Context: an optimization exercise on an open-source flow, tuned for small area, a short achievable clock period and few clock cycles. The choices shown serve that exercise and are no tape-out recipe. In this exercise RTL edits were held to simulation tests only and were not proved equivalent to the original. Power is estimated from default activity; no workload was simulated.

// cpu
module cpu(
    input wire clock,
    input wire reset,
    output wire [31:0] mem_addr,
    output wire mem_wr,
    output wire [31:0] mem_wdata,
    input wire [31:0] mem_rdata
);
    localparam K_NONE  = 3'd0;
    localparam K_FETCH = 3'd1;
    localparam K_LOAD  = 3'd2;
    localparam K_SWOLD = 3'd3;    
    localparam K_SHOLD = 3'd4;    
    localparam K_EXCB  = 3'd5;    
    localparam X_RUN  = 3'd0;
    localparam X_SH1  = 3'd1;
    localparam X_SH2  = 3'd2;
    localparam X_E1   = 3'd3;
    localparam X_E2   = 3'd4;
    localparam X_HALT = 3'd5;
    reg [31:0] mar;
    reg        mwr;
    reg [31:0] mwd;
    reg [2:0]  mk, rk;
    reg [4:0]  mrt, rrt;
    reg [1:0]  msz, rsz;
    reg [31:0] pma;           
    reg [31:0] fp;            
    reg [31:0] ir;
    reg        irv;
    reg [31:0] p4;            
    reg [31:0] epc;
    reg [31:8] mdr;
    reg [2:0]  xs;
    reg [31:0] rf [0:31];
    reg [31:0] rfv;           
    assign mem_addr  = mar;
  ...
Size in the first run: roughly 5400 cells after synthesis, roughly 1300 flip-flops.
==> flow/config.mk <==
export PLATFORM = sky130hd
export DESIGN_NAME = cpu
export DESIGN_NICKNAME = cpu
export VERILOG_FILES = /design/flow/design.v
export SDC_FILE = /design/flow/constraint.sdc
export NUM_CORES = 4
export LEC_CHECK = 0
export CAP_MARGIN = 20
export CORE_MARGIN = 2
export CORE_UTILIZATION = 40
export SLEW_MARGIN = 20
==> flow/constraint.sdc <==
create_clock -name core_clock -period 19.0 [get_ports {clock}]
set_input_delay 3.8000 -clock core_clock [delete_from_list [all_inputs] [get_ports {clock}]]
set_output_delay 3.8000 -clock core_clock [all_outputs]
set_load 0.01 [all_outputs]
standard.sh (not shown) runs the stock make flow with config.mk's settings and CLKGATE_MAP_FILE= SYNTH_SCRIPT=/design/flow/synth_recipe.tcl, a recipe that flattens the netlist after the stock synthesis.
==> flow/flow/run.sh <==
#!/bin/bash
set -euo pipefail
bash standard.sh SETUP_SLACK_MARGIN=12 finish > make_finish.log 2>&1
Testbench counts at the start, summed over its fixed seeds: cycles 26,961.
Rerun with:
==> flow/run.sh (new file) <==
#!/bin/bash
# synth_recipe.tcl (not shown) runs the flow's synth.tcl, then flattens the netlist and writes it again
# the make line also repeats each setting of config.mk as NAME=value (left out here)
make -C /OpenROAD-flow-scripts/flow DESIGN_CONFIG=/design/flow/config.mk WORK_HOME=/design/flow/orfs CLKGATE_MAP_FILE= SYNTH_SCRIPT=/design/flow/synth_recipe.tcl finish
removed: flow/flow/run.sh
removed: flow/standard.sh
After rerunning: Hold slack improves by 20 ps. Die area is unchanged. Power is lower by about 12%. Combinational power went down by 23%. Via count goes down by 5.7%. Final area is lower by about 7%. Clock power is higher by about 2%. Setup slack gets worse by 3500 ps. Sequential share of layout area went up by 3.4 points.

---

== main ==
Another version of the RTL of cpu (not shown whole).
For scale: ~8400 cells after synthesis, ~1500 flip-flops, roughly 99 I/O pins.
Settings: LEC_CHECK=0, ABC_AREA=1, CAP_MARGIN=20, CORE_MARGIN=2, CORE_UTILIZATION=35, SLEW_MARGIN=20; clock period 19.0 ns.
==> flow/flow/run.sh <==
#!/bin/bash
set -euo pipefail
bash standard.sh SETUP_SLACK_MARGIN=13.5 finish > make_finish.log 2>&1
Testbench counts of main, summed over its fixed seeds: cycles 26,980.
Relative to main, the following input files were edited for the feature branch:
==> flow/flow/run.sh <==
#!/bin/bash
set -euo pipefail
bash standard.sh SETUP_SLACK_MARGIN=13.0 finish > make_finish.log 2>&1
==> results.txt <==
- Final instance count without filler cells (the feature branch over main): decrease, 132
- When the feature branch is measured against main, its met1 global-route usage turns out 2.0 points lower.
- The feature branch ran to completion and came out clean on the timing, DRC and antenna checks.
- No stage failed in main, and the final checks on the layout all came back clean.
- | worst hold slack | main vs the feature branch | ≈ equal |
- Final wirelength delta (the feature branch − main): favourable
- On inverter count of the layout excluding clock inverters, the feature branch tracks main almost exactly.
- From main to the feature branch the numbers moved as follows: routed length on met3 moved up, buffers plus inverters on the worst setup path fell 3.

==> afterwards: timing with drivers on the ports <==
How much do the figures lean on ideal ports? The routed layouts below were timed once more, with nothing changed but the port constraints.
Step 1 sets driving cells, clkbuf_16 on the clock port and buf_2 on the other inputs (assumed; they add their load-dependent delay and slew).
Step 2 also shifts input and output timing later by t, the mid clock arrival at the registers, as if the neighbouring blocks saw the same clock.
Slacks: ideal / step 1 / step 2; pairs: ideal / step 1.
| run | t, ns | setup slack, ns | worst register clock-pin slew, ns |
|---|---|---|---|
| the first run of note 1 | 0.911 | 11.835 / 11.835 / 11.835 | 0.07 / 0.07 |
| the second run of note 1 | 0.887 | 8.291 / 8.291 / 8.291 | 0.07 / 0.07 |
| main | 0.919 | 13.298 / 13.298 / 12.771 | 0.07 / 0.07 |
| the feature branch | 0.929 | 13.054 / 12.962 / 12.806 | 0.07 / 0.07 |
After both steps every run listed still meets setup and hold. The setup slack of main, which loses most, moves by 0.000 ns with the drivers and by -0.527 ns with both steps.
